This design comes from an exercise in tuning for small area on the open sky130 flow, not from production work.
Only simulation tests tie the RTL to the original design; equivalence was not proved.
The clock port is modelled as an ideal driver; clocking choices that lean on that would not hold on a real chip.
Power figures rest on the tool's default switching activity, not on a simulated workload.

$ cat design/flow/flow/run.sh
#!/bin/bash
# Own flow: the standard layout (standard.sh, unchanged synthesis), with
# the smallest buffer on the ports and a clock tree of small buffers without
# dummy loads.  Each tool's output is in orfs/logs; make's own output is in
# flow_make.log here.
set -euo pipefail
CTS="-sink_clustering_enable -repair_clock_nets -sink_clustering_size 30 -sink_clustering_max_diameter 100 -buf_list {sky130_fd_sc_hd__clkbuf_8} -dont_use_dummy_load"
bash standard.sh "BUFFER_PORTS_ARGS=-buffer_cell sky130_fd_sc_hd__buf_1" "CTS_ARGS=$CTS" "POST_CTS_TCL=$PWD/flow/post_cts.tcl" finish > flow_make.log 2>&1
$ cat design/flow/flow/post_cts.tcl
# After CTS: downsize cells off the critical paths (power recovery, which
# here means smaller cells), then repair slew and capacitance again and
# legalise.
estimate_parasitics -placement
repair_timing -recover_power 100 -match_cell_footprint
repair_design -match_cell_footprint
detailed_placement
check_placement -verbose
$ cat design/flow/standard.sh
#!/bin/bash
# synth_recipe.tcl (not shown) runs the flow's synth.tcl, then flattens the netlist and writes it again
# the make line also repeats each setting of config.mk as NAME=value (left out here)
make -C /OpenROAD-flow-scripts/flow DESIGN_CONFIG=/design/flow/config.mk WORK_HOME=/design/flow/orfs CLKGATE_MAP_FILE= SYNTH_SCRIPT=/design/flow/synth_recipe.tcl "${@:-finish}"
$ cat design/flow/config.mk
export PLATFORM = sky130hd
export DESIGN_NAME = vga_core
export DESIGN_NICKNAME = vga_core
export VERILOG_FILES = /design/flow/design.v
export SDC_FILE = /design/flow/constraint.sdc
export NUM_CORES = 4
export LEC_CHECK = 0
export CAP_MARGIN = 20
export CORE_MARGIN = 2
export CORE_UTILIZATION = 80
export SLEW_MARGIN = 20
$ cat design/flow/constraint.sdc
create_clock -name core_clock -period 10.0 [get_ports {clk_dot}]
set_input_delay 2.0000 -clock core_clock [delete_from_list [all_inputs] [get_ports {clk_dot}]]
set_output_delay 2.0000 -clock core_clock [all_outputs]
set_load 0.01 [all_outputs]
$ cat design/flow/design.v
`default_nettype none
module vga_timing
 (
   input  wire         reset,
   input  wire         clk_dot,
   output wire [10:0]  h,
   output wire [9:0]   v,
   output wire [10:0]  hn,
   output wire [9:0]   vn,
   output wire         h_end,        
   output wire         v_end,        
   output wire         new_frame,    
   output wire         vid_active,
   output wire         vga_hsync,
   output wire         vga_vsync
 );
 reg  [10:0] h_r;
 reg  [9:0]  v_r;
 assign h_end = h_r[10] & ( &h_r[4:0] );                              
 assign v_end = v_r[9] & v_r[6] & v_r[5] & v_r[4] & v_r[1] & v_r[0];  
 assign hn = h_end ? 11'd0 : h_r + 11'd1;
 assign vn = h_end ? ( v_end ? 10'd0 : v_r + 10'd1 ) : v_r;
 assign h  = h_r;
 assign v  = v_r;
 always @ ( posedge clk_dot or posedge reset ) begin
   if ( reset == 1 ) begin
     h_r <= 11'd837;
     v_r <= 10'd599;
   end else begin
     h_r <= hn;
     v_r <= vn;
   end
 end
 reg act_r;
 wire h_1053 = h_r[10] & h_r[4] & h_r[3] & h_r[2] & ~h_r[1] & h_r[0];
 wire h_797  = ( h_r == 11'd797 );
 always @ ( posedge clk_dot or posedge reset ) begin
   if ( reset == 1 )   act_r <= 1'b0;
   else if ( h_1053 )  act_r <= ( v_r <= 10'd597 ) || ( v_r >= 10'd626 );
   else if ( h_797 )   act_r <= 1'b0;
 end
 assign vid_active = act_r;
 assign new_frame  = v_end & h_1053;
 assign vga_hsync  = !h_r[10] && ( h_r[9:0] >= 10'd839 ) && ( h_r[9:0] <= 10'd966 );
 wire   p_2_218    = h_r[10] || ( h_r[9:0] >= 10'd839 );
 assign vga_vsync  = ( v_r >= 10'd600 && v_r <= 10'd602 ) ||
                     ( v_r == 10'd599 &&  p_2_218 ) ||
                     ( v_r == 10'd603 && !p_2_218 );
endmodule
`default_nettype none
module vga_core
(
  input  wire         reset,
  input  wire         color_3b,       
  input  wire         mode_bit,       
  input  wire         clk_dot,        
  input  wire  [31:0] random_num,     
  output wire  [23:0] vga_pixel_rgb,  
  output wire         vga_active,     
  output wire         vga_hsync,      
  output wire         vga_vsync       
);
  wire [10:0] h, hn;
  wire [9:0]  v, vn;
  wire        h_end, v_end, new_frame;
  vga_timing u0_vga_timing
  (
    .reset      ( reset      ),
    .clk_dot    ( clk_dot    ),
    .h          ( h          ),
    .v          ( v          ),
    .hn         ( hn         ),
    .vn         ( vn         ),
    .h_end      ( h_end      ),
    .v_end      ( v_end      ),
    .new_frame  ( new_frame  ),
    .vid_active ( vga_active ),
    .vga_hsync  ( vga_hsync  ),
    .vga_vsync  ( vga_vsync  )
  );
  reg          init;         
  reg          mode_p1;      
  reg          c3_p1;        
  reg          demo;         
  reg          first;        
  reg  [8:0]   line_d;       
  reg  [22:0]  line_rgb;
  reg  [23:0]  bx;           
  reg  [23:0]  by;           
  reg          x_neg, y_neg;      
  reg  [9:0]   x_frac, y_frac;    
  reg  [2:0]   lock;         
  reg  [22:0]  ball_rgb;
  reg          line_v, ball_v, dir_v;   
  reg          pix_hit;      
  reg  [22:0]  pix_rgb;
  always @ ( posedge clk_dot or posedge reset ) begin
    if ( reset == 1 ) init <= 1'b1;
    else              init <= 1'b0;
  end
  wire start = init | ~mode_bit;    
  wire rise  = mode_bit & ( ~mode_p1 | init );
  wire line_wrap = ( line_d == 9'd300 );
  wire line_load = ~mode_bit | ( new_frame & line_wrap );
  always @ ( posedge clk_dot ) begin
    if ( start ) begin
      line_d <= 9'd0;
    end else if ( new_frame == 1 ) begin
      line_d <= line_wrap ? 9'd0 : line_d + 9'd1;
    end
    line_v <= line_load | ( line_v & ~init );
    if ( line_load ) line_rgb <= random_num[22:0];
  end
  wire [15:0] bxi = bx[23:8];
  wire [15:0] byi = by[23:8];
  wire x_out = ( bxi < 16'd24 ) || ( bxi > 16'd760 );
  wire y_out = ( byi < 16'd24 ) || ( byi > 16'd542 );
  wire unlocked = ( lock == 3'd0 );
  wire sr0      = lock[0] & ~lock[1];
  wire x_bounce = unlocked && x_out;
  wire y_bounce = unlocked && y_out;
  reg        busy, x_flip, y_flip, x_c, y_c;
  wire [4:0] bit_i = h[4:0];
  wire       shift = busy & ~h[10];              
  wire       last  = shift & ( bit_i == 5'd23 );
  wire       lo10  = ( bit_i < 5'd10 );
  wire       x_g   = lo10 ? ( dir_v & x_frac[0] ) : ( bit_i == 5'd10 );
  wire       y_g   = lo10 ? ( dir_v & y_frac[0] ) : ( bit_i == 5'd10 );
  wire       x_d   = x_neg ^ x_g;
  wire       y_d   = y_neg ^ y_g;
  wire       x_s   = bx[0] ^ x_d ^ x_c;
  wire       y_s   = by[0] ^ y_d ^ y_c;
  always @ ( posedge clk_dot ) begin
    if ( start ) begin
      bx     <= 24'h008800;    
      by     <= 24'h002400;    
      x_neg  <= 1'b0;
      y_neg  <= 1'b0;
      busy   <= 1'b0;
    end else begin
      if ( new_frame ) busy <= 1'b1;
      if ( shift ) begin
        bx <= { x_s, bx[23:1] };
        by <= { y_s, by[23:1] };
      end
      if ( last ) begin
        busy  <= 1'b0;
        x_neg <= x_neg ^ x_flip;
        y_neg <= y_neg ^ y_flip;
      end
    end
    x_c <= shift & ~last & ( ( bx[0] & x_d ) | ( bx[0] & x_c ) | ( x_d & x_c ) );
    y_c <= shift & ~last & ( ( by[0] & y_d ) | ( by[0] & y_c ) | ( y_d & y_c ) );
    if ( new_frame ) begin
      x_flip <= x_bounce;
      y_flip <= y_bounce;
    end
    if ( init ) begin
      lock <= 3'd0;
    end else if ( mode_bit & new_frame ) begin
      lock <= { lock[1:0], x_bounce | y_bounce | sr0 };
    end
  end
  wire ball_load = ~mode_bit | ( new_frame & sr0 );
  always @ ( posedge clk_dot ) begin
    ball_v <= ball_load | ( ball_v & ~init );
    dir_v  <= ~mode_bit | ( dir_v & ~init );
    if ( ball_load ) ball_rgb <= random_num[22:0];
    if ( mode_bit == 0 ) begin
      x_frac <= random_num[11:2];
      y_frac <= random_num[23:14];
    end else if ( shift & lo10 ) begin
      x_frac <= { x_frac[0], x_frac[9:1] };
      y_frac <= { y_frac[0], y_frac[9:1] };
    end
  end
  reg  ball_hx, ball_hy;
  wire hx = ~h_end & ( ( h == bxi[10:0] ) | ( ball_hx & ( hn[3:0] != bxi[3:0] ) ) );
  wire hy = h_end ? ( ~v_end & ( ( v == byi[9:0] ) | ( ball_hy & ( vn[3:0] != byi[3:0] ) ) ) )
                  : ball_hy;
  always @ ( posedge clk_dot ) begin
    if ( start ) begin
      ball_hx <= ( hn >= 11'd137 ) && ( hn <= 11'd151 );    
      ball_hy <= ( vn >= 10'd37 ) && ( vn <= 10'd51 );      
    end else begin
      ball_hx <= hx;
      ball_hy <= hy & ~last;
    end
  end
  wire ball_hit = ( bxi[15:11] == 5'd0 ) && hx && ( byi[15:10] == 6'd0 ) && hy;
  wire [10:0] ld = { 2'd0, line_d };
  function sum_is;
    input [10:0] a, b, k;
    input        cin;
    reg   [11:0] c;
    reg   [10:0] co;
    begin
      c  = { 1'b0, a ^ b ^ k };
      co = ( k & a & b ) | ( ~k & ( a | b ) );
      sum_is = ( c[0] == cin ) && ( c[11:1] == co );
    end
  endfunction
  wire line_hit = ( hn == ld ) || sum_is( hn, ld, 11'd800, 1'b0 ) ||
                  ( { 1'b0, vn } == ld ) || sum_is( { 1'b0, vn }, ld, 11'd600, first );
  always @ ( posedge clk_dot or posedge reset ) begin
    if ( reset == 1 ) begin
      demo <= 1'b0;
    end else begin
      if ( rise ) demo <= ~demo;
    end
  end
  always @ ( posedge clk_dot ) begin
    mode_p1 <= mode_bit;
    c3_p1   <= color_3b;
    first   <= init | ( first & ~new_frame );
    if ( init )         pix_hit <= 1'b0;
    else if ( mode_p1 ) pix_hit <= demo ? line_hit : ball_hit;
    if ( mode_p1 ) pix_rgb <= demo ? ( line_v ? line_rgb : 23'd0 ) : ( ball_v ? ball_rgb : 23'd0 );
  end
  wire [2:0] bar = h[9:7];
  wire r_en = bar[0] ^ bar[1];
  wire g_en = bar[2] | ( bar[1] & bar[0] );
  wire b_en = ~bar[0];
  wire [7:0] ramp = { h[6:0], 1'b0 };
  wire [23:0] tp  = { r_en ? ramp : 8'd0, g_en ? ramp : 8'd0, b_en ? ramp : 8'd0 };
  wire [23:0] dp  = pix_hit ? { 1'b1, pix_rgb } : 24'd0;
  wire [23:0] raw = mode_p1 ? dp : tp;
  assign vga_pixel_rgb = c3_p1 ? { {8{raw[23]}}, {8{raw[15]}}, {8{raw[7]}} } : raw;
endmodule
==> results of run 1 <==
per-stage QoR:
step	setup slack, ns	power [mW]	cells	hold slack [ns]	area (um2)
3_3_place_gp	5.86	1.03	1041	0.426	9350
5_1_grt	4.96	1.44	1061	0.471	9610
3_5_place_dp	5.84	1.04	1041	0.448	9350
2_1_floorplan	5.91	0.985	898	0.419	9170
6_report	5.12	1.40	1061	0.451	9610
worst max-delay path, stage by stage, from the launching register on:
cell,delay [ns]
dfxtp_1,0.33
buf_2,0.61
nand2_1,0.14
nor2_1,0.82
a221o_1,0.33
buf_1,0.17
kinds of logic (layout without fill, tap and decap cells):
| group | after synthesis | after routing |
|---|---|---|
| other | 1 | 1 |
| and+or+nand+nor | 316 | 316 |
| DFF | 189 | 189 |
| xor gates and xnor gates | 60 | 60 |
| adders and majority gates | 31 | 31 |
| buffers and inverters | 94 | 114 |
| muxes | 24 | 24 |
| AOI/OAI and AO/OA | 183 | 183 |
synth_stat cells, types with 3 or more instances:
| library cell | n | area [um2] |
|---|---|---|
| o21a_1 | 3 | 22.5 |
| nor2b_1 | 3 | 18.8 |
| nor2_1 | 40 | 150 |
| o21ai_0 | 30 | 150 |
| edfxtp_1 | 91 | 2730 |
| a211oi_1 | 4 | 30.0 |
| nand4b_1 | 3 | 26.3 |
| nand4_1 | 14 | 87.6 |
| a21boi_0 | 3 | 22.5 |
| nand3_1 | 26 | 130 |
| or3_1 | 6 | 37.5 |
| mux2_2 | 20 | 225 |
| buf_4 | 4 | 30.0 |
| xor2_1 | 24 | 210 |
| dfxtp_1 | 74 | 1480 |
| a221o_1 | 15 | 150 |
| nand3b_1 | 4 | 30.0 |
| buf_2 | 10 | 50.1 |
| a21oi_1 | 61 | 305 |
| nor3_1 | 22 | 110 |
| dfrtp_1 | 12 | 300 |
| mux2i_1 | 4 | 40.0 |
| inv_1 | 34 | 128 |
| a31oi_1 | 11 | 68.8 |
| and3_1 | 10 | 62.6 |
| buf_1 | 5 | 18.8 |
| nand2b_1 | 4 | 25.0 |
| nand2_1 | 146 | 548 |
| and2_1 | 8 | 50.1 |
| xnor2_1 | 36 | 315 |
| dfstp_2 | 12 | 315 |
| ha_1 | 29 | 363 |
| o211ai_1 | 5 | 37.5 |
| a21o_1 | 7 | 52.6 |
| nor4_1 | 12 | 75.1 |
| clkbuf_1 | 39 | 146 |
| a22o_1 | 23 | 201 |
| or4_1 | 3 | 22.5 |
metal layers:
metal,part of all wire,up-vias
met1,0.38,3428
li1,-,3255
met4,0.029,0
met5,0,-
met2,0.49,440
met3,0.097,69
power by group through the flow:
stage	clock network, mW	logic [mW]	registers (mW)
2_1_floorplan	0	0.0891	0.896
3_3_place_gp	0	0.122	0.905
3_5_place_dp	0	0.129	0.909
5_1_grt	0.403	0.141	0.896
6_report	0.376	0.133	0.894
area by class of cell:
cell class / count / area (um2) / share of cell area
sequential: 189 / 4830 / 0.502
inverter: 34 / 128 / 0.0133
multi-input combinational: 615 / 3950 / 0.411
clock buffer: 17 / 234 / 0.0243
tap: 143 / 179 / 0.0186
timing repair buffer: 63 / 290 / 0.0302
state kept, by name, indices dropped and copies added (netlist names), 3 cells and up:
register           cells
bx                    24
lock                   3
ball_rgb              23
pix_rgb               23
u0_vga_timing.v_r     10
x_frac                10
line_d                 9
line_rgb              23
y_frac                10
u0_vga_timing.h_r     11
by                    24
worst min-delay path by stage:
stage / endpoint / slack (ns) / startpoint / cells after the start
finish: by[22] / 0.45 / by[23] / 2
floorplan: ball_v / 0.42 / ball_v / 1
global placement: ball_v / 0.43 / ball_v / 1
detailed placement: by[1] / 0.45 / by[2] / 2
global route: by[22] / 0.47 / by[23] / 2
==> impl_metrics.env, run 1 <==
export IMPL_outcome="finished clean"
export IMPL_synth_flop_cell="edfxtp_1"
export IMPL_clk_pin_slew_ns=0.10
export IMPL_cts_sinks=189
export IMPL_grt_ovfl_total=0
export IMPL_rsz0062_at_grt="false"
export IMPL_cp_end_kind="primary output"
export IMPL_hp_class="reg2reg"
export IMPL_synth_compound_area_frac=0.134
export IMPL_drtIter0Drc=812
export IMPL_grt_busiest_layer="met2"
export IMPL_grt_use_met3=0.0738
export IMPL_post_route_period_util=0.488
export IMPL_synth_xor_area_share=0.0573
export IMPL_port_buffers=54
export IMPL_clock_latency_ns=0.46
export IMPL_avgViaCountPerCell=6.78
export IMPL_n_fill_cell=606
export IMPL_avgSynthCellArea_um2=10.2
export IMPL_syn_to_final_growth_pct=4.79
export IMPL_async_reset_ff_frac=0.127
export IMPL_setup_worst_path_end="vga_pixel_rgb[10]"
export IMPL_diodes=0
export IMPL_grtUsageMet1=0.491
export IMPL_ir_worst_vdd_mv=0.168
export IMPL_grt_pass1_wl_mm=35.8
export IMPL_seqPwrFrac=0.637
export IMPL_synth_yosys_seq_area_share=0.526
export IMPL_die_height_um=111
export IMPL_post_route_min_period_ns=4.88
export IMPL_rows=39
export IMPL_ys_ff_latch=189
export IMPL_ant_nets=0
export IMPL_synth_nets=965
export IMPL_p_leak_nw=3.51
export IMPL_routedWlPerCell_um=21.4
export IMPL_reg2reg_from="u0_vga_timing.h_r[0]"
export IMPL_crit_path_start_kind="flip-flop"
export IMPL_grt_max_degree=52
export IMPL_use_met2=0.614
export IMPL_cts_tree="yes"
export IMPL_rrSetupSlack_ns=5.44
export IMPL_final_layout_size_suffix_gt1_frac=0.0664
export IMPL_worstReg2RegEnd="pix_hit"
export IMPL_maxCapViolCount=0
export IMPL_cp_max_fo=35
export IMPL_synth_cell_types=68
export IMPL_final_common_cell="nand2_1"
export IMPL_clockPowerShare=0.268
export IMPL_synth_fa_ha_area_frac=0.0439
export IMPL_via_count=7192
export IMPL_final_setup_tns_ns=0
export IMPL_dp_final_hpwl_mm=15.6
export IMPL_max_freq_mhz=205
export IMPL_p_int_mw=1.07
export IMPL_critPathArrivalTime_ns=2.88
export IMPL_finalHoldViolations=0
export IMPL_muxShareOfSynthArea=0.0289
export IMPL_die_x_um=111
export IMPL_fp_coreArea_um2=11300
export IMPL_synth_top_family_by_area="simple AND/OR/NAND/NOR gates"
export IMPL_final_cell_mix="nand2_1, edfxtp_1, dfxtp_1"
export IMPL_drtPass1Iterations=7
export IMPL_p_sw_frac=0.237
export IMPL_criticalPathCategory="reg2out"
export IMPL_p_per_area_nw_per_um2=146
export IMPL_synthCells=898
export IMPL_skew_ns=0.0371
export IMPL_p_comb_frac=0.095
export IMPL_gpl_final_weighted_congestion=1.01
export IMPL_yosysWarnings=2
export IMPL_grt_pass1_vias=7097
export IMPL_dieArea_um2=12300
export IMPL_reg2regPathDepth=13
export IMPL_ios=63
export IMPL_cp_startpoint="mode_p1"
export IMPL_slew_headroom=0.291
export IMPL_drc=0
export IMPL_switchingPower_uw=332
export IMPL_start_util=0.810
export IMPL_wl_mm=22.7
export IMPL_tightest_slew_ns=1.06
export IMPL_synthSimpleGateAreaFrac=0.167
export IMPL_final_max_slew_violation_count=0
export IMPL_setup_viol=0
export IMPL_grt_use_total=0.372
export IMPL_final_nets=987
export IMPL_synth_edf_count=91
export IMPL_fin_util=0.849
export IMPL_cp_required_ns=8.00
export IMPL_antenna_found_initial=0
export IMPL_syn_area_um2=9170
==> inputs of run 2 (changes only) <==
--- a/design/flow/design.v
+++ b/design/flow/design.v
@@ -86,3 +86,2 @@
   reg  [8:0]   line_d;       
-  reg  [22:0]  line_rgb;
   reg  [23:0]  bx;           
@@ -92,6 +91,7 @@
   reg  [2:0]   lock;         
-  reg  [22:0]  ball_rgb;
-  reg          line_v, ball_v, dir_v;   
+  reg  [22:0]  demo_rgb;     
+  reg          rgb_v, dir_v;   
   reg          pix_hit;      
   reg  [22:0]  pix_rgb;
+  reg          pix_cv;       
   always @ ( posedge clk_dot or posedge reset ) begin
@@ -103,3 +103,2 @@
   wire line_wrap = ( line_d == 9'd300 );
-  wire line_load = ~mode_bit | ( new_frame & line_wrap );
   always @ ( posedge clk_dot ) begin
@@ -110,4 +109,2 @@
     end
-    line_v <= line_load | ( line_v & ~init );
-    if ( line_load ) line_rgb <= random_num[22:0];
   end
@@ -163,7 +160,8 @@
   end
-  wire ball_load = ~mode_bit | ( new_frame & sr0 );
-  always @ ( posedge clk_dot ) begin
-    ball_v <= ball_load | ( ball_v & ~init );
+  wire demo_next = demo ^ rise;     
+  wire rgb_load  = ~mode_bit | ( new_frame & ( demo_next ? line_wrap : sr0 ) );
+  always @ ( posedge clk_dot ) begin
+    rgb_v  <= rgb_load | ( rgb_v & ~init );
     dir_v  <= ~mode_bit | ( dir_v & ~init );
-    if ( ball_load ) ball_rgb <= random_num[22:0];
+    if ( rgb_load ) demo_rgb <= random_num[22:0];
     if ( mode_bit == 0 ) begin
@@ -217,3 +215,6 @@
     else if ( mode_p1 ) pix_hit <= demo ? line_hit : ball_hit;
-    if ( mode_p1 ) pix_rgb <= demo ? ( line_v ? line_rgb : 23'd0 ) : ( ball_v ? ball_rgb : 23'd0 );
+    if ( mode_p1 ) begin
+      pix_rgb <= demo_rgb;
+      pix_cv  <= rgb_v;
+    end
   end
@@ -225,3 +226,3 @@
   wire [23:0] tp  = { r_en ? ramp : 8'd0, g_en ? ramp : 8'd0, b_en ? ramp : 8'd0 };
-  wire [23:0] dp  = pix_hit ? { 1'b1, pix_rgb } : 24'd0;
+  wire [23:0] dp  = { pix_hit, ( pix_hit & pix_cv ) ? pix_rgb : 23'd0 };
   wire [23:0] raw = mode_p1 ? dp : tp;
==> impl_metrics.env, run 2 <==
export IMPL_skew_ns=0.0208
export IMPL_p_int_uw=908
export IMPL_criticalPathCategory="reg2out"
export IMPL_port_buffers=54
export IMPL_hp_start="demo_rgb[5]"
export IMPL_synth_top_area_cell="edfxtp_1"
export IMPL_via_count=6592
export IMPL_synth_edf_count=69
export IMPL_place_area_um2=8380
export IMPL_syn_to_final_growth_pct=5.20
export IMPL_clockPowerShare=0.305
export IMPL_synth_area_leaders="edfxtp_1, dfxtp_1, nand2_1"
export IMPL_rsz0062_at_grt="false"
export IMPL_clk_pin_slew_ns=0.07
export IMPL_async_reset_ff_frac=0.145
export IMPL_gpl_final_weighted_congestion=0.895
export IMPL_drc=0
export IMPL_p_leak_nw=3.13
export IMPL_post_route_min_period_ns=4.61
export IMPL_yosysMostFrequentCell="nand2_1"
export IMPL_die_x_um=105
export IMPL_reg2regPathDepth=14
export IMPL_ys_ff_latch=166
export IMPL_tightest_slew_ns=1.06
export IMPL_switchingPower_uw=257
export IMPL_fp_coreArea_um2=9820
export IMPL_final_common_cell="nand2_1"
export IMPL_dieArea_um2=11000
export IMPL_critPathArrivalTime_ns=2.61
export IMPL_place_inst=960
export IMPL_synthCells=811
export IMPL_rows=36
export IMPL_fin_util=0.874
export IMPL_cts_tree="yes"
export IMPL_grt_pass1_wl_mm=33.0
export IMPL_final_layout_size_suffix_gt1_frac=0.0794
export IMPL_synth_nets=879
export IMPL_wl_mm=21.0
export IMPL_finalHoldViolations=0
export IMPL_synth_flop_cell="dfxtp_1"
export IMPL_dp_final_hpwl_mm=14.0
export IMPL_grt_max_degree=52
export IMPL_final_setup_tns_ns=0
export IMPL_cts_sinks=166
export IMPL_worstReg2RegEnd="pix_hit"
export IMPL_start_util=0.830
export IMPL_drtIter0Drc=730
export IMPL_crit_path_start_kind="flip-flop"
export IMPL_clock_latency_ns=0.46
export IMPL_outcome="finished clean"
export IMPL_final_cell_mix="nand2_1, dfxtp_1, edfxtp_1"
export IMPL_p_sw_frac=0.221
export IMPL_fin_area_um2=8580
export IMPL_routedWlPerCell_um=21.5
export IMPL_setup_viol=0
export IMPL_max_freq_mhz=217
export IMPL_seqPwrFrac=0.645
export IMPL_maxCapViolCount=0
export IMPL_synth_top_area_share=0.254
export IMPL_yosysWarnings=2
export IMPL_antenna_found_initial=0
export IMPL_final_max_slew_violation_count=0
export IMPL_grt_pass1_vias=6447
export IMPL_drtPass1Iterations=5
export IMPL_slew_headroom=0.290
export IMPL_cp_required_ns=8.00
export IMPL_avgViaCountPerCell=6.75
export IMPL_synth_cell_types=69
export IMPL_grt_use_total=0.389
export IMPL_p_per_area_nw_per_um2=136
export IMPL_post_route_period_util=0.461
export IMPL_hold_path_depth=0
export IMPL_avgSynthCellArea_um2=10.1
export IMPL_netlist_top_cells_count="nand2_1, dfxtp_1, edfxtp_1, a21oi_1, nor2_1"
export IMPL_p_comb_frac=0.049
export IMPL_cp_startpoint="u0_vga_timing.h_r[0]"
export IMPL_ir_worst_vdd_mv=0.138
export IMPL_power_mw=1.17
export IMPL_reg_top3="bx: 24 flops, by: 24 flops"
export IMPL_final_nets=914
export IMPL_final_cell_count_no_fill=977
export IMPL_rrSetupSlack_ns=5.86
export IMPL_ant_nets=0
export IMPL_synth_yosys_seq_area_share=0.509
export IMPL_diodes=0
export IMPL_reg2reg_from="u0_vga_timing.h_r[0]"
export IMPL_grt_ovfl_total=0
export IMPL_syn_area_um2=8150
export IMPL_ios=63
export IMPL_cp_end_kind="primary output"
export IMPL_die_height_um=105
export IMPL_min_to="pix_rgb[5]"
export IMPL_cp_max_fo=10
export IMPL_hp_class="reg2reg"
## run 2: cell count changes after synthesis, moves of 5 or more
| cell | change |
|---|---|
| nand3_1 | -7 |
| and2_1 | -6 |
| edfxtp_1 | -22 |
| o21ai_0 | -12 |
| nor3_1 | -5 |
| or4_1 | +5 |
| clkbuf_1 | -10 |
| xor2_1 | +10 |
| nor2b_1 | +6 |
| and3_1 | -5 |
| xnor2_1 | -6 |
| a22o_1 | -23 |
## run 2: routing by layer
layer  wire (um)  global-route usage  vias up
li1            -                   -     2903
met1        7860               0.505     3109
met2       10000               0.627      489
met3        2200              0.0905       91
met4         866               0.170        0
met5           0                   0        -
## run 2: per-stage QoR
| step | hold slack [ns] | setup WS, ns |
|---|---|---|
| after global placement | 0.401 | 5.99 |
| after global routing | 0.427 | 5.22 |
| after detailed placement | 0.406 | 5.94 |
| final | 0.418 | 5.39 |
| after floorplan | 0.400 | 5.96 |
## run 2: final cells by class
type | instances | area, um2
clock buffers | 17 | 234
fillers | 487 | 1240
inverters | 35 | 133
multi-input cells | 567 | 3670
flip-flops and latches | 166 | 4150
well taps | 133 | 166
repair buffers | 59 | 230
## run 2: worst max path at each step
stage | endpoint | slack [ns] | depth (start not counted)
floorplan | vga_pixel_rgb[10] | 5.96 | 4
global route | vga_vsync | 5.22 | 8
detailed placement | vga_vsync | 5.94 | 8
finish | vga_vsync | 5.39 | 7
global placement | vga_vsync | 5.99 | 8
## run 2: cell families after synthesis
logic type	share of synthesized area
simple gates	0.187
flops	0.509
compound gates	0.108
buf+inv	0.0410
xor+xnor	0.0687
fa+ha+maj	0.0509
mux	0.0351
other cells	0.000460
## run 2: worst max-delay path: stages (launching register included)
cell	delay (ns)
dfstp_1	0.76
ha_1	0.33
o21ai_0	0.10
a21boi_0	0.18
o21bai_1	0.17
a211oi_1	0.30
o211a_1	0.18
buf_1	0.14
## run 2: power groups by stage
stage	clock (mW)	sequential (mW)	combinational (mW)
after global routing	0.379	0.754	0.0612
final	0.356	0.752	0.0576
after floorplan	0	0.760	0.0362
after global placement	0	0.763	0.0533
after detailed placement	0	0.765	0.0562
==> inputs of run 3 (changes only) <==
--- a/design/flow/design.v
+++ b/design/flow/design.v
@@ -35,3 +35,3 @@
  wire h_1053 = h_r[10] & h_r[4] & h_r[3] & h_r[2] & ~h_r[1] & h_r[0];
- wire h_797  = ( h_r == 11'd797 );
+ wire h_797  = ( h_r[9:0] == 10'd797 );                         
  always @ ( posedge clk_dot or posedge reset ) begin
@@ -102,3 +102,3 @@
   wire rise  = mode_bit & ( ~mode_p1 | init );
-  wire line_wrap = ( line_d == 9'd300 );
+  wire line_wrap = line_d[8] & line_d[5] & line_d[3] & line_d[2];
   always @ ( posedge clk_dot ) begin
--- a/design/flow/config.mk
+++ b/design/flow/config.mk
@@ -9,3 +9,3 @@
 export CORE_MARGIN = 2
-export CORE_UTILIZATION = 80
+export CORE_UTILIZATION = 85
 export SLEW_MARGIN = 20
==> impl_metrics.env, run 3 <==
export IMPL_slew_headroom=0.286
export IMPL_n_fill_cell=314
export IMPL_synth_area_leaders="edfxtp_1, dfxtp_1, nand2_1"
export IMPL_path_cells="ha_1 -> nand2_1 -> nor2_1 -> ha_1 -> and2_0 -> nor2_1 -> inv_1 -> ha_1 -> xor2_1 -> nand4_1 -> or4_1 -> o21ai_0 -> nor2_1 -> o311a_1 -> o31ai_1"
export IMPL_p_int_uw=905
export IMPL_drc=0
export IMPL_antenna_found_initial=1
export IMPL_synth_yosys_seq_area_share=0.517
export IMPL_routedWlPerCell_um=27.9
export IMPL_wl_mm=26.5
export IMPL_place_area_um2=8210
export IMPL_grt_pass1_vias=7141
export IMPL_grt_max_degree=51
export IMPL_final_cell_mix="nand2_1, dfxtp_1, edfxtp_1"
export IMPL_clockPowerShare=0.319
export IMPL_cp_max_fo=18
export IMPL_ir_worst_vdd_mv=0.161
export IMPL_clock_latency_ns=0.49
export IMPL_clk_pin_slew_ns=0.08
export IMPL_dieArea_um2=10200
export IMPL_synthCells=801
export IMPL_gpl_final_weighted_congestion=1.01
export IMPL_post_route_period_util=0.511
export IMPL_drtPass1Iterations=11
export IMPL_p_per_area_nw_per_um2=140
export IMPL_setup_viol=0
export IMPL_cts_sinks=166
export IMPL_grt_ovfl_total=0
export IMPL_final_common_cell="nand2_1"
export IMPL_maxCapViolCount=0
export IMPL_die_height_um=101
export IMPL_grt_pass1_wl_mm=40.8
export IMPL_diodes=0
export IMPL_p_leak_nw=3.07
export IMPL_finalHoldViolations=0
export IMPL_rows=35
export IMPL_cp_required_ns=10.38
export IMPL_ios=63
export IMPL_post_route_min_period_ns=5.11
export IMPL_drtIter0Drc=1413
export IMPL_outcome="finished clean"
export IMPL_yosysWarnings=2
export IMPL_cp_end_kind="flip-flop"
export IMPL_seqPwrFrac=0.629
export IMPL_final_nets=905
export IMPL_max_freq_mhz=196
export IMPL_die_x_um=101
export IMPL_avgViaCountPerCell=7.85
export IMPL_ant_nets=0
export IMPL_cpMaxStageDelayCell="and2_0"
export IMPL_port_buffers=54
export IMPL_switchingPower_uw=286
export IMPL_synth_cell_types=67
export IMPL_max_stage_delay_ns=0.85
export IMPL_synth_nets=866
export IMPL_rsz0062_at_grt="false"
export IMPL_grt_use_total=0.547
export IMPL_hp_class="reg2reg"
export IMPL_start_util=0.873
export IMPL_fin_area_um2=8490
export IMPL_fin_util=0.923
export IMPL_syn_area_um2=8030
export IMPL_p_sw_frac=0.240
export IMPL_syn_to_final_growth_pct=5.78
export IMPL_dp_final_hpwl_mm=14.3
export IMPL_skew_ns=0.0373
export IMPL_criticalPathCategory="reg2reg"
export IMPL_synth_top_area_share=0.258
export IMPL_avgSynthCellArea_um2=10.0
export IMPL_critPathArrivalTime_ns=5.49
export IMPL_final_layout_size_suffix_gt1_frac=0.0811
export IMPL_final_max_slew_violation_count=0
export IMPL_synth_flop_cell="dfxtp_1"
export IMPL_via_count=7448
export IMPL_async_reset_ff_frac=0.145
export IMPL_crit_path_start_kind="flip-flop"
export IMPL_final_setup_tns_ns=0
export IMPL_reg_top3="bx: 24 flops, by: 24 flops"
export IMPL_tightest_slew_ns=1.07
export IMPL_netlist_top_cells_count="nand2_1, dfxtp_1, edfxtp_1, a21oi_1, nor2_1"
export IMPL_ys_ff_latch=166
export IMPL_synth_edf_count=69
export IMPL_fp_coreArea_um2=9200
export IMPL_yosysMostFrequentCell="nand2_1"
export IMPL_p_comb_frac=0.051
export IMPL_cts_tree="yes"
export IMPL_synth_top_area_cell="edfxtp_1"
[run 3: final timing paths]
| check | start | end | slack [ns] | cells after the start |
|---|---|---|---|---|
| min in group asynchronous | reset | u0_vga_timing.v_r[3] | 1.58 | 2 |
| max | u0_vga_timing.h_r[0] | pix_hit | 4.89 | 15 |
| max reg2reg | u0_vga_timing.h_r[0] | pix_hit | 4.89 | 15 |
| min reg2reg | demo_rgb[4] | pix_rgb[4] | 0.40 | 0 |
| min | demo_rgb[4] | pix_rgb[4] | 0.40 | 0 |
| max in group asynchronous | reset | u0_vga_timing.h_r[1] | 7.95 | 2 |
[run 3: critical path, delay by kind of cell, from the launching register on]
kind                       cells  cell delay (ns)
buffers and inverters          1             0.20
adders and majority gates      3             0.84
and+or+nand+nor                7             2.26
DFF                            1             0.69
xor gates and xnor gates       1             0.16
AOI/OAI and AO/OA              3             0.85
[run 3: layer usage]
layer,global-route usage,share of wire,vias up
met4,0.380,0.11,2
met5,0.0144,0.00098,-
met1,0.639,0.31,3311
met3,0.250,0.15,356
li1,-,-,2896
met2,0.805,0.43,883
[run 3: final cells by class]
class                      instances  area (um2)  share of cell area
multi-input combinational        558        3550               0.419
timing repair buffer              62         284              0.0335
sequential                       166        4150               0.489
clock buffer                      17         234              0.0276
inverter                          35         131              0.0155
tap                              111         139              0.0164
[run 3: kinds of logic after synthesis]
| group | synth area share |
|---|---|
| simple gates | 0.178 |
| flops | 0.517 |
| compound gates | 0.116 |
| buf+inv | 0.0424 |
| xor+xnor | 0.0687 |
| fa+ha+maj | 0.0471 |
| mux | 0.0307 |
| other cells | 0.000467 |
[run 3: through the flow]
| stage | worst slack (ns) | instances | hold slack, ns | power, mW |
|---|---|---|---|---|
| 5_1_grt | 4.71 | 949 | 0.405 | 1.20 |
| 2_1_floorplan | 4.93 | 801 | 0.400 | 0.789 |
| 6_report | 4.89 | 949 | 0.403 | 1.19 |
| 3_5_place_dp | 5.47 | 929 | 0.405 | 0.813 |
| 3_3_place_gp | 5.66 | 929 | 0.402 | 0.807 |
[run 3: power by group through the flow]
stage | Sequential, mW | Clock, mW | Combinational [mW]
finish | 0.749 | 0.380 | 0.0610
global route | 0.750 | 0.391 | 0.0636
detailed placement | 0.760 | 0 | 0.0525
global placement | 0.757 | 0 | 0.0491
floorplan | 0.755 | 0 | 0.0347
==> inputs of run 4 (changes only) <==
--- a/design/flow/config.mk
+++ b/design/flow/config.mk
@@ -9,3 +9,3 @@
 export CORE_MARGIN = 2
-export CORE_UTILIZATION = 85
+export CORE_UTILIZATION = 80
 export SLEW_MARGIN = 20
==> impl_metrics.env, run 4 <==
export IMPL_outcome="finished clean"
export IMPL_cpMaxStageDelayCell="and2_0"
export IMPL_post_place_ws_ns=5.62
export IMPL_synth_top_area_share=0.258
export IMPL_synth_area_leaders="edfxtp_1, dfxtp_1, nand2_1"
export IMPL_async_reset_ff_frac=0.145
export IMPL_critPathArrivalTime_ns=5.35
export IMPL_tightest_slew_ns=1.08
export IMPL_slew_headroom=0.277
export IMPL_final_cell_mix="nand2_1, dfxtp_1, edfxtp_1"
export IMPL_final_common_cell="nand2_1"
export IMPL_wl_mm=21.9
export IMPL_crit_path_start_kind="flip-flop"
export IMPL_dieArea_um2=10900
export IMPL_fin_util=0.869
export IMPL_post_route_period_util=0.497
export IMPL_final_nets=903
export IMPL_syn_area_um2=8030
export IMPL_skew_ns=0.0295
export IMPL_synthCells=801
export IMPL_setup_viol=0
export IMPL_setup_slack_ns=5.03
export IMPL_crit_buf_inv=1
export IMPL_avgSynthCellArea_um2=10.0
export IMPL_diodes=0
export IMPL_synth_nets=866
export IMPL_reg_top3="bx: 24 flops, by: 24 flops"
export IMPL_max_freq_mhz=201
export IMPL_final_layout_size_suffix_gt1_frac=0.0754
export IMPL_place_area_um2=8250
export IMPL_via_count=6638
export IMPL_seqPwrFrac=0.636
export IMPL_grt_pass1_vias=6505
export IMPL_routedWlPerCell_um=22.6
export IMPL_cts_sinks=166
export IMPL_ios=63
export IMPL_grt_max_degree=50
export IMPL_drc=0
export IMPL_ys_ff_latch=166
export IMPL_fp_coreArea_um2=9770
export IMPL_synth_top_area_cell="edfxtp_1"
export IMPL_cp_required_ns=10.37
export IMPL_p_per_area_nw_per_um2=138
export IMPL_cp_end_kind="flip-flop"
export IMPL_synth_edf_count=69
export IMPL_final_max_slew_violation_count=0
export IMPL_ir_worst_vdd_mv=0.132
export IMPL_critPathTopFamily="simple AND/OR/NAND/NOR gates"
export IMPL_switchingPower_uw=269
export IMPL_p_leak_nw=3.07
export IMPL_avgViaCountPerCell=6.85
export IMPL_dp_final_hpwl_mm=14.4
export IMPL_grt_use_total=0.420
export IMPL_die_height_um=104
export IMPL_post_route_min_period_ns=4.97
export IMPL_yosysWarnings=2
export IMPL_clk_pin_slew_ns=0.08
export IMPL_die_x_um=104
export IMPL_rsz0062_at_grt="false"
export IMPL_start_util=0.821
export IMPL_clock_latency_ns=0.47
export IMPL_rrSetupSlack_ns=5.03
export IMPL_antenna_found_initial=0
export IMPL_grt_pass1_wl_mm=34.8
export IMPL_final_setup_tns_ns=0
export IMPL_synth_yosys_seq_area_share=0.517
export IMPL_hp_class="reg2reg"
export IMPL_drtIter0Drc=874
export IMPL_synth_flop_cell="dfxtp_1"
export IMPL_gpl_final_weighted_congestion=0.969
export IMPL_rows=36
export IMPL_port_buffers=54
export IMPL_netlist_top_cells_count="nand2_1, dfxtp_1, edfxtp_1, a21oi_1, nor2_1"
export IMPL_cp_max_fo=18
export IMPL_clockPowerShare=0.314
export IMPL_yosysMostFrequentCell="nand2_1"
export IMPL_maxCapViolCount=0
export IMPL_cts_tree="yes"
export IMPL_drtPass1Iterations=9
export IMPL_synth_cell_types=67
export IMPL_fin_area_um2=8490
export IMPL_grt_ovfl_total=0
export IMPL_finalHoldViolations=0
export IMPL_n_fill_cell=443
export IMPL_p_sw_frac=0.229
export IMPL_ant_nets=0
export IMPL_path_cells="ha_1 -> nand2_1 -> nor2_1 -> ha_1 -> and2_0 -> nor2_1 -> inv_1 -> ha_1 -> xor2_1 -> nand4_1 -> or4_1 -> o21ai_0 -> nor2_1 -> o311a_1 -> o31ai_1"
export IMPL_criticalPathCategory="reg2reg"
export IMPL_hold_ws_ns=0.413
export IMPL_p_comb_frac=0.050
export IMPL_syn_to_final_growth_pct=5.77
export IMPL_max_stage_delay_ns=0.88
export IMPL_p_int_uw=904
[run 4: cell counts after synthesis]
Identical to the previous run, type by type.
[run 4: stage by stage]
| step | std cells | total power, mW |
|---|---|---|
| 2_1_floorplan | 801 | 0.789 |
| 3_3_place_gp | 951 | 0.806 |
| 3_5_place_dp | 951 | 0.812 |
| 5_1_grt | 969 | 1.19 |
| 6_report | 969 | 1.17 |
[run 4: per-layer routing]
metal  vias up  share of wire  GRT usage  routed length (um)
met5         -              0          0                   0
met4         0          0.059      0.234                1300
met3       136           0.11      0.103                2400
met2       555           0.49      0.690               10700
met1      3050           0.35      0.511                7580
li1       2897              -          -                   -
[run 4: worst paths after layout]
| kind | startpoint | to | cells past startpoint |
|---|---|---|---|
| worst min-delay path | demo_rgb[10] | pix_rgb[10] | 0 |
| max in group asynchronous | reset | u0_vga_timing.h_r[1] | 2 |
| worst min register to register | demo_rgb[10] | pix_rgb[10] | 0 |
| worst max register to register | u0_vga_timing.h_r[0] | pix_hit | 15 |
| worst max-delay path | u0_vga_timing.h_r[0] | pix_hit | 15 |
| min in group asynchronous | reset | u0_vga_timing.v_r[3] | 2 |
[run 4: layout make-up]
class,instances,area [um2],share of cell area
sequential,166,4150,0.489
multi-input combinational,558,3550,0.418
timing repair buffer,60,260,0.0307
clock buffer,17,234,0.0276
tap,133,166,0.0196
inverter,35,131,0.0155
[run 4: logic make-up (layout without fill, tap and decap cells)]
family,Yosys count,in the layout,share of synthesized area
and+or+nand+nor,303,303,0.178
AOI/OAI and AO/OA,140,140,0.116
buffers and inverters,77,112,0.0424
other,1,1,0.000467
adders and majority gates,29,29,0.0471
xor gates and xnor gates,63,63,0.0687
muxes,22,22,0.0307
DFF,166,166,0.517
[run 4: power by group through the flow]
stage                     logic, mW  clock network [mW]  registers, mW
after floorplan              0.0347                   0          0.755
after global placement       0.0503                   0          0.756
after detailed placement     0.0540                   0          0.758
after global routing         0.0619               0.386          0.747
final                        0.0584               0.369          0.745
==> inputs of run 5 (changes only) <==
--- a/design/flow/config.mk
+++ b/design/flow/config.mk
@@ -7,5 +7,5 @@
 export LEC_CHECK = 0
-export CAP_MARGIN = 20
+export CAP_MARGIN = 5
 export CORE_MARGIN = 2
 export CORE_UTILIZATION = 80
-export SLEW_MARGIN = 20
+export SLEW_MARGIN = 5
==> impl_metrics.env, run 5 <==
export IMPL_outcome="finished clean"
export IMPL_p_per_area_nw_per_um2=139
export IMPL_via_count=6822
export IMPL_synth_top_area_cell="edfxtp_1"
export IMPL_ys_ff_latch=166
export IMPL_final_max_slew_violation_count=0
export IMPL_clk_pin_slew_ns=0.07
export IMPL_crit_buf_inv=1
export IMPL_diodes=0
export IMPL_antenna_found_initial=1
export IMPL_gpl_final_weighted_congestion=0.969
export IMPL_min_to="pix_rgb[1]"
export IMPL_dieArea_um2=10900
export IMPL_cts_tree="yes"
export IMPL_hp_class="reg2reg"
export IMPL_post_route_min_period_ns=4.91
export IMPL_skew_ns=0.0262
export IMPL_drtPass1Iterations=9
export IMPL_final_setup_tns_ns=0
export IMPL_grt_pass1_wl_mm=35.9
export IMPL_p_leak_nw=3.05
export IMPL_tightest_slew_ns=1.14
export IMPL_place_area_um2=8240
export IMPL_synth_nets=866
export IMPL_netlist_top_cells_count="nand2_1, dfxtp_1, edfxtp_1, a21oi_1, nor2_1"
export IMPL_wl_mm=23.0
export IMPL_yosysWarnings=2
export IMPL_max_freq_mhz=204
export IMPL_post_route_period_util=0.491
export IMPL_drc=0
export IMPL_setup_viol=0
export IMPL_synth_flop_cell="dfxtp_1"
export IMPL_cp_max_fo=18
export IMPL_cp_startpoint="u0_vga_timing.h_r[0]"
export IMPL_async_reset_ff_frac=0.145
export IMPL_synth_cell_types=67
export IMPL_hold_path_depth=0
export IMPL_synth_yosys_seq_area_share=0.517
export IMPL_n_fill_cell=451
export IMPL_avgViaCountPerCell=7.04
export IMPL_final_cell_mix="nand2_1, dfxtp_1, edfxtp_1"
export IMPL_final_common_cell="nand2_1"
export IMPL_ir_worst_vdd_mv=0.139
export IMPL_crit_path_start_kind="flip-flop"
export IMPL_hp_start="demo_rgb[1]"
export IMPL_path_cells="ha_1 -> nand2_1 -> nor2_1 -> ha_1 -> and2_0 -> nor2_1 -> inv_1 -> ha_1 -> xor2_1 -> nand4_1 -> or4_1 -> o21ai_0 -> nor2_1 -> o311a_1 -> o31ai_1"
export IMPL_routedWlPerCell_um=23.7
export IMPL_grt_use_total=0.434
export IMPL_avgSynthCellArea_um2=10.0
export IMPL_cp_end_kind="flip-flop"
export IMPL_clock_latency_ns=0.47
export IMPL_port_buffers=54
export IMPL_fp_coreArea_um2=9770
export IMPL_ios=63
export IMPL_grt_ovfl_total=0
export IMPL_slew_headroom=0.235
export IMPL_max_stage_delay_ns=0.87
export IMPL_ant_nets=0
export IMPL_start_util=0.821
export IMPL_reg2reg_from="u0_vga_timing.h_r[0]"
export IMPL_synth_top_area_share=0.258
export IMPL_rrSetupSlack_ns=5.09
export IMPL_final_layout_size_suffix_gt1_frac=0.0766
export IMPL_die_height_um=104
export IMPL_cpMaxStageDelayCell="and2_0"
export IMPL_criticalPathCategory="reg2reg"
export IMPL_syn_area_um2=8030
export IMPL_synth_area_leaders="edfxtp_1, dfxtp_1, nand2_1"
export IMPL_grt_pass1_vias=6630
export IMPL_rsz0062_at_grt="false"
export IMPL_drtIter0Drc=1166
export IMPL_rows=36
export IMPL_fin_util=0.867
export IMPL_reg2regPathDepth=15
export IMPL_synthCells=801
export IMPL_cp_required_ns=10.37
export IMPL_critPathArrivalTime_ns=5.29
export IMPL_grt_max_degree=50
export IMPL_finalHoldViolations=0
export IMPL_critPathTopFamily="simple AND/OR/NAND/NOR gates"
export IMPL_final_nets=903
export IMPL_dp_final_hpwl_mm=14.1
export IMPL_syn_to_final_growth_pct=5.60
export IMPL_synth_edf_count=69
export IMPL_cts_sinks=166
export IMPL_reg_top3="bx: 24 flops, by: 24 flops"
export IMPL_die_x_um=104
export IMPL_maxCapViolCount=0
export IMPL_worstReg2RegEnd="pix_hit"
export IMPL_yosysMostFrequentCell="nand2_1"
export IMPL_fin_area_um2=8480
==> run 5: area by class of cell <==
class / count / area, um2 / area share
clock buffer: 17 / 234 / 0.0276
inverter: 35 / 131 / 0.0155
multi-input combinational: 558 / 3550 / 0.419
sequential: 166 / 4150 / 0.490
tap: 133 / 166 / 0.0196
timing repair buffer: 60 / 248 / 0.0292
==> run 5: worst max path at each step <==
| stage | end | slack, ns | cells after the start |
|---|---|---|---|
| 2_1_floorplan | demo_rgb[0] | 4.93 | 5 |
| 3_3_place_gp | demo_rgb[21] | 5.63 | 6 |
| 3_5_place_dp | demo_rgb[11] | 5.39 | 6 |
| 5_1_grt | pix_hit | 4.90 | 15 |
| 6_report | pix_hit | 5.09 | 15 |
==> run 5: logic make-up after synthesis <==
group | Yosys count | share of synthesized area
xor+xnor | 63 | 0.0687
compound gates | 140 | 0.116
fa+ha+maj | 29 | 0.0471
simple gates | 303 | 0.178
other cells | 1 | 0.000467
mux | 22 | 0.0307
buf+inv | 77 | 0.0424
flops | 166 | 0.517
==> run 5: power by group <==
group | switching (mW) | internal, mW
logic | 0.0377 | 0.0202
clock network | 0.224 | 0.150
registers | 0.0123 | 0.733
total | 0.274 | 0.903
==> run 5: routing by layer <==
metal | global-route usage | share of wire | vias up
li1 | - | - | 2885
met1 | 0.540 | 0.35 | 3162
met2 | 0.702 | 0.47 | 618
met3 | 0.110 | 0.11 | 157
met4 | 0.236 | 0.063 | 0
met5 | 0 | 0 | -
==> run 5: metrics by stage <==
step	total power, mW	setup WS (ns)	instances	hold slack, ns
floorplan	0.789	4.93	801	0.400
global placement	0.806	5.63	951	0.401
detailed placement	0.813	5.39	951	0.405
global route	1.20	4.90	969	0.419
finish	1.18	5.09	969	0.409
==> inputs of run 6 (changes only) <==
==> design/flow/flow/post_cts.tcl (replaced) <==
# After CTS:
# 2. Downsize cells off the critical paths (power recovery, which here
#    means smaller cells), then repair slew and capacitance again and
#    legalise.
set_propagated_clock [all_clocks]
estimate_parasitics -placement
proc leaf_slew { inst } {
  set w 0
  set out [get_pins [get_full_name $inst]/X]
  foreach p [get_pins -of_objects [get_nets -of_objects $out] -filter "direction==input"] {
    foreach q {slew_max_rise slew_max_fall} {
      set v [get_property $p $q]
      if { $v > $w } { set w $v }
    }
  }
  return $w
}
set small [[ord::get_db] findMaster sky130_fd_sc_hd__clkbuf_4]
foreach inst [[ord::get_db_block] getInsts] {
  set big [$inst getMaster]
  if { [string match "clkbuf_*" [$inst getName]] && [$big getName] == "sky130_fd_sc_hd__clkbuf_8" } {
    set sinks [[$inst findITerm X] getNet]
    set leaf 1
    foreach it [$sinks getITerms] {
      if { [$it isOutputSignal] } { continue }
      if { ![[[$it getInst] getMaster] isSequential] } { set leaf 0 }
    }
    if { !$leaf } { continue }
    $inst swapMaster $small
    estimate_parasitics -placement
    set s [leaf_slew [get_cells [$inst getName]]]
    if { $s > 0.100 } {
      $inst swapMaster $big
      estimate_parasitics -placement
      puts "clock leaf [$inst getName]: kept clkbuf_8 ($s ns with clkbuf_4)"
    } else {
      puts "clock leaf [$inst getName]: clkbuf_4 ($s ns)"
    }
  }
}
repair_timing -recover_power 100 -match_cell_footprint
repair_design -match_cell_footprint
detailed_placement
check_placement -verbose
==> impl_metrics.env, run 6 <==
export IMPL_multiInputGateArea_um2=3550
export IMPL_rsz0062_at_grt="false"
export IMPL_grt_pass1_vias=6622
export IMPL_p_leak_nw=3.04
export IMPL_avgSynthCellArea_um2=10.0
export IMPL_drtIter0Drc=1165
export IMPL_tightest_slew_ns=1.16
export IMPL_reg2regPathDepth=15
export IMPL_async_reset_ff_frac=0.145
export IMPL_cts_tree="yes"
export IMPL_grt_max_degree=50
export IMPL_rows=36
export IMPL_reg_top3="bx: 24 flops, by: 24 flops"
export IMPL_place_inst=951
export IMPL_cp_startpoint="u0_vga_timing.h_r[0]"
export IMPL_crit_path_start_kind="flip-flop"
export IMPL_antenna_found_initial=1
export IMPL_hp_class="reg2reg"
export IMPL_synth_yosys_seq_area_share=0.517
export IMPL_synth_nets=866
export IMPL_drc=0
export IMPL_setup_slack_ns=5.05
export IMPL_cts_sinks=166
export IMPL_ios=63
export IMPL_clock_latency_ns=0.48
export IMPL_via_count=6779
export IMPL_cp_max_fo=18
export IMPL_reg2reg_from="u0_vga_timing.h_r[0]"
export IMPL_post_place_ws_ns=5.39
export IMPL_avgViaCountPerCell=7.00
export IMPL_ys_ff_latch=166
export IMPL_synth_area_leaders="edfxtp_1, dfxtp_1, nand2_1"
export IMPL_final_setup_tns_ns=0
export IMPL_cp_end_kind="flip-flop"
export IMPL_rrSetupSlack_ns=5.05
export IMPL_synth_edf_count=69
export IMPL_grt_ovfl_total=0
export IMPL_setup_viol=0
export IMPL_final_cell_mix="nand2_1, dfxtp_1, edfxtp_1"
export IMPL_final_max_slew_violation_count=0
export IMPL_port_buffers=54
export IMPL_netlist_top_cells_count="nand2_1, dfxtp_1, edfxtp_1, a21oi_1, nor2_1"
export IMPL_final_cell_count_no_fill=969
export IMPL_ant_nets=0
export IMPL_grt_use_total=0.435
export IMPL_skew_ns=0.0310
export IMPL_diodes=0
export IMPL_synth_cell_types=67
export IMPL_synth_top_area_cell="edfxtp_1"
export IMPL_grt_pass1_wl_mm=35.9
export IMPL_yosysWarnings=2
export IMPL_dp_final_hpwl_mm=14.1
export IMPL_worstReg2RegEnd="pix_hit"
export IMPL_drtPass1Iterations=12
export IMPL_setup_worst_path_end="pix_hit"
export IMPL_gpl_final_weighted_congestion=0.969
export IMPL_clk_pin_slew_ns=0.10
export IMPL_ir_worst_vdd_mv=0.139
export IMPL_syn_to_final_growth_pct=5.28
export IMPL_max_freq_mhz=202
export IMPL_final_common_cell="nand2_1"
export IMPL_critPathArrivalTime_ns=5.32
export IMPL_yosysMostFrequentCell="nand2_1"
export IMPL_criticalPathCategory="reg2reg"
export IMPL_fin_util=0.865
export IMPL_start_util=0.821
export IMPL_n_fill_cell=457
export IMPL_slew_headroom=0.221
export IMPL_finalHoldViolations=0
export IMPL_die_x_um=104
export IMPL_syn_area_um2=8030
export IMPL_post_route_period_util=0.495
export IMPL_outcome="finished clean"
export IMPL_post_route_min_period_ns=4.95
export IMPL_p_per_area_nw_per_um2=137
export IMPL_synthCells=801
export IMPL_wl_mm=23.0
export IMPL_final_nets=903
export IMPL_maxCapViolCount=0
export IMPL_routedWlPerCell_um=23.7
export IMPL_fp_coreArea_um2=9770
export IMPL_cp_required_ns=10.37
export IMPL_dieArea_um2=10900
export IMPL_regArea_um2=4150
export IMPL_synth_top_area_share=0.258
export IMPL_final_layout_size_suffix_gt1_frac=0.0766
export IMPL_die_height_um=104
export IMPL_synth_flop_cell="dfxtp_1"
-- run 6: critical path: stages (launching register included) --
cell	delay (ns)
dfstp_1	0.69
ha_1	0.27
nand2_1	0.21
nor2_1	0.16
ha_1	0.28
and2_0	0.87
nor2_1	0.30
inv_1	0.18
ha_1	0.27
xor2_1	0.17
nand4_1	0.10
or4_1	0.50
o21ai_0	0.19
nor2_1	0.06
o311a_1	0.38
o31ai_1	0.23
-- run 6: worst min path at each step --
stage / from / endpoint / depth (start not counted)
floorplan: demo_rgb[0] / pix_rgb[0] / 0
global placement: demo_rgb[0] / pix_rgb[0] / 0
detailed placement: demo_rgb[15] / pix_rgb[15] / 0
finish: demo_rgb[8] / pix_rgb[8] / 0
global route: demo_rgb[8] / pix_rgb[8] / 0
-- run 6: cell type report --
cell class,count,share of cell area
Multi-Input combinational cell,558,0.420
Inverter,35,0.0155
Tap cell,133,0.0197
Clock buffer,17,0.0247
Timing Repair Buffer,60,0.0293
Sequential cell,166,0.491
-- run 6: cells by family (layout without fill, tap and decap cells) --
| group | Yosys count | count (layout) | share of synthesized area |
|---|---|---|---|
| AND/OR/NAND/NOR | 303 | 303 | 0.178 |
| buffers and inverters | 77 | 112 | 0.0424 |
| adder cells (fa/ha/maj) | 29 | 29 | 0.0471 |
| multiplexers | 22 | 22 | 0.0307 |
| other | 1 | 1 | 0.000467 |
| XOR/XNOR | 63 | 63 | 0.0687 |
| AO/OA/AOI/OAI | 140 | 140 | 0.116 |
| flip-flops | 166 | 166 | 0.517 |
-- run 6: metrics by stage --
| step | cell area (um2) | power [mW] | hold WS [ns] |
|---|---|---|---|
| after global placement | 8240 | 0.806 | 0.401 |
| after floorplan | 8030 | 0.789 | 0.400 |
| after global routing | 8450 | 1.18 | 0.391 |
| final | 8450 | 1.16 | 0.391 |
| after detailed placement | 8240 | 0.813 | 0.405 |
-- run 6: layer usage --
layer | share of wire | track usage
met1 | 0.35 | 0.539
met5 | 0 | 0
met3 | 0.11 | 0.111
met4 | 0.063 | 0.236
met2 | 0.48 | 0.702
-- run 6: power breakdown --
part	switching [mW]	total, mW	internal (mW)
sequential	0.0123	0.745	0.733
clock	0.221	0.355	0.134
combinational	0.0376	0.0578	0.0202
total	0.271	1.16	0.886
==> inputs of run 7 (changes only) <==
--- a/design/flow/config.mk
+++ b/design/flow/config.mk
@@ -7,5 +7,5 @@
 export LEC_CHECK = 0
-export CAP_MARGIN = 5
+export CAP_MARGIN = 20
 export CORE_MARGIN = 2
 export CORE_UTILIZATION = 80
-export SLEW_MARGIN = 5
+export SLEW_MARGIN = 20
==> impl_metrics.env, run 7 <==
export IMPL_hp_start="demo_rgb[14]"
export IMPL_cts_sinks=166
export IMPL_synth_cell_types=67
export IMPL_netlist_top_cells_count="nand2_1, dfxtp_1, edfxtp_1, a21oi_1, nor2_1"
export IMPL_clock_latency_ns=0.46
export IMPL_post_route_min_period_ns=4.91
export IMPL_synth_top_area_share=0.258
export IMPL_synth_area_leaders="edfxtp_1, dfxtp_1, nand2_1"
export IMPL_drtPass1Iterations=6
export IMPL_async_reset_ff_frac=0.145
export IMPL_maxCapViolCount=0
export IMPL_rows=36
export IMPL_avgSynthCellArea_um2=10.0
export IMPL_reg2regPathDepth=15
export IMPL_synthCells=801
export IMPL_max_stage_delay_ns=0.86
export IMPL_synth_flop_cell="dfxtp_1"
export IMPL_start_util=0.821
export IMPL_finalHoldViolations=0
export IMPL_reg2reg_from="u0_vga_timing.h_r[0]"
export IMPL_skew_ns=0.0328
export IMPL_yosysMostFrequentCell="nand2_1"
export IMPL_ant_nets=0
export IMPL_n_fill_cell=452
export IMPL_dieArea_um2=10900
export IMPL_via_count=6669
export IMPL_grt_busiest_layer="met2"
export IMPL_final_setup_tns_ns=0
export IMPL_use_met2=0.692
export IMPL_rsz0062_at_grt="false"
export IMPL_final_common_cell="nand2_1"
export IMPL_reg_top3="bx: 24 flops, by: 24 flops"
export IMPL_critPathTopFamily="simple AND/OR/NAND/NOR gates"
export IMPL_synth_yosys_seq_area_share=0.517
export IMPL_grt_pass1_wl_mm=34.8
export IMPL_criticalPathCategory="reg2reg"
export IMPL_ys_ff_latch=166
export IMPL_grt_use_total=0.420
export IMPL_antenna_found_initial=0
export IMPL_syn_area_um2=8030
export IMPL_cp_end_kind="flip-flop"
export IMPL_critPathArrivalTime_ns=5.27
export IMPL_syn_to_final_growth_pct=5.38
export IMPL_avgViaCountPerCell=6.88
export IMPL_setup_slack_ns=5.09
export IMPL_multiInputGateArea_um2=3550
export IMPL_drtIter0Drc=969
export IMPL_wl_mm=21.9
export IMPL_post_route_period_util=0.491
export IMPL_ios=63
export IMPL_slew_headroom=0.301
export IMPL_cpMaxStageDelayCell="and2_0"
export IMPL_rrSetupSlack_ns=5.09
export IMPL_outcome="finished clean"
export IMPL_setup_viol=0
export IMPL_post_place_ws_ns=5.62
export IMPL_die_height_um=104
export IMPL_synth_edf_count=69
export IMPL_grt_max_degree=50
export IMPL_clk_pin_slew_ns=0.09
export IMPL_drc=0
export IMPL_grtUsageMet1=0.513
export IMPL_dp_final_hpwl_mm=14.4
export IMPL_grt_use_met3=0.100
export IMPL_p_leak_nw=3.06
export IMPL_final_max_slew_violation_count=0
export IMPL_grt_pass1_vias=6509
export IMPL_synth_nets=866
export IMPL_ir_worst_vdd_mv=0.132
export IMPL_tightest_slew_ns=1.05
export IMPL_cts_tree="yes"
export IMPL_hp_class="reg2reg"
export IMPL_worstReg2RegEnd="pix_hit"
export IMPL_yosysWarnings=2
export IMPL_gpl_final_weighted_congestion=0.969
export IMPL_crit_path_start_kind="flip-flop"
export IMPL_diodes=0
export IMPL_min_to="pix_rgb[14]"
export IMPL_grt_ovfl_total=0
export IMPL_routedWlPerCell_um=22.6
export IMPL_cp_max_fo=18
export IMPL_fp_coreArea_um2=9770
export IMPL_path_cells="ha_1 -> nand2_1 -> nor2_1 -> ha_1 -> and2_0 -> nor2_1 -> inv_1 -> ha_1 -> xor2_1 -> nand4_1 -> or4_1 -> o21ai_0 -> nor2_1 -> o311a_1 -> o31ai_1"
export IMPL_max_freq_mhz=203
export IMPL_regArea_um2=4150
export IMPL_cp_required_ns=10.35
export IMPL_p_per_area_nw_per_um2=136
export IMPL_final_cell_mix="nand2_1, dfxtp_1, edfxtp_1"
export IMPL_crit_buf_inv=1
export IMPL_die_x_um=104
export IMPL_final_nets=903
export IMPL_final_layout_size_suffix_gt1_frac=0.0754
export IMPL_hold_path_depth=0
export IMPL_fin_util=0.865
export IMPL_synth_top_area_cell="edfxtp_1"
export IMPL_port_buffers=54
-- run 7: cell counts after synthesis --
Identical to the previous run, type by type.
-- run 7: cell type report --
| cell class | instances | area share |
|---|---|---|
| Multi-Input combinational cell | 558 | 0.420 |
| Clock buffer | 17 | 0.0240 |
| Inverter | 35 | 0.0155 |
| Timing Repair Buffer | 60 | 0.0308 |
| Sequential cell | 166 | 0.491 |
| Tap cell | 133 | 0.0197 |
-- run 7: cell families after synthesis --
family          synth area share
compound gates             0.116
xor+xnor                  0.0687
simple gates               0.178
other cells             0.000467
buf+inv                   0.0424
mux                       0.0307
flops                      0.517
fa+ha+maj                 0.0471
-- run 7: stage by stage --
stage                     power (mW)  hold slack [ns]  instances  instance area, um2
after floorplan                0.789            0.400        801                8030
after global placement         0.806            0.401        951                8240
final                           1.15            0.409        969                8460
after global routing            1.17            0.421        969                8460
after detailed placement       0.812            0.405        951                8250
-- run 7: routing by layer --
layer / part of all wire / wire [um] / vias to the layer above
li1: - / - / 2890
met1: 0.35 / 7550 / 3080
met2: 0.49 / 10700 / 551
met3: 0.11 / 2310 / 148
met4: 0.060 / 1310 / 0
met5: 0 / 0 / -
-- run 7: power breakdown --
| part | internal, mW | total (mW) | switching, mW |
|---|---|---|---|
| registers | 0.733 | 0.745 | 0.0127 |
| logic | 0.0208 | 0.0584 | 0.0376 |
| clock network | 0.130 | 0.345 | 0.215 |
| total | 0.883 | 1.15 | 0.265 |
-- run 7: how the worst max path moves through the flow --
stage / start / to / slack (ns) / cells after the start
floorplan: mode_bit / demo_rgb[0] / 4.93 / 5
global placement: mode_bit / demo_rgb[21] / 5.63 / 6
detailed placement: u0_vga_timing.h_r[0] / pix_hit / 5.62 / 15
global route: u0_vga_timing.h_r[0] / pix_hit / 4.86 / 15
finish: u0_vga_timing.h_r[0] / pix_hit / 5.09 / 15
-- run 7: worst register-to-register path, cell delays in order, from the launching register on --
cell	delay, ns
dfstp_1	0.68
ha_1	0.27
nand2_1	0.20
nor2_1	0.15
ha_1	0.30
and2_0	0.86
nor2_1	0.30
inv_1	0.18
ha_1	0.27
xor2_1	0.17
nand4_1	0.09
or4_1	0.49
o21ai_0	0.19
nor2_1	0.06
o311a_1	0.38
o31ai_1	0.26

==> re-timing with driven ports <==
The results above use ideal ports. As a check the final layouts listed here were re-extracted and re-timed, cells and wires unchanged. Step 1 sets driving cells, clkbuf_16 on the clock port and buf_2 on the other inputs (assumed; they add their load-dependent delay and slew). Step 2 moves the port delays by t, midway between the first and last clock arrival at a register: inputs arrive t later, outputs are due t later. That takes back most of the time a late clock gives input paths. Slacks: ideal / step 1 / step 2; pairs: ideal / step 1.
run | shift t [ns] | slack for setup (ns) | hold slack, ns
run 1 | 0.486 | 5.124 / 5.083 / 5.443 | 0.451 / 0.451 / 0.451
run 2 | 0.485 | 5.391 / 5.354 / 5.601 | 0.418 / 0.418 / 0.418
run 3 | 0.508 | 4.890 / 4.890 / 4.890 | 0.403 / 0.403 / 0.403
run 4 | 0.495 | 5.026 / 5.026 / 5.026 | 0.413 / 0.413 / 0.413
run 5 | 0.495 | 5.089 / 5.089 / 5.089 | 0.409 / 0.409 / 0.409
run 6 | 0.497 | 5.054 / 5.054 / 5.054 | 0.391 / 0.391 / 0.391
run 7 | 0.487 | 5.085 / 5.085 / 5.085 | 0.409 / 0.409 / 0.409
After both steps every run listed still meets setup and hold.
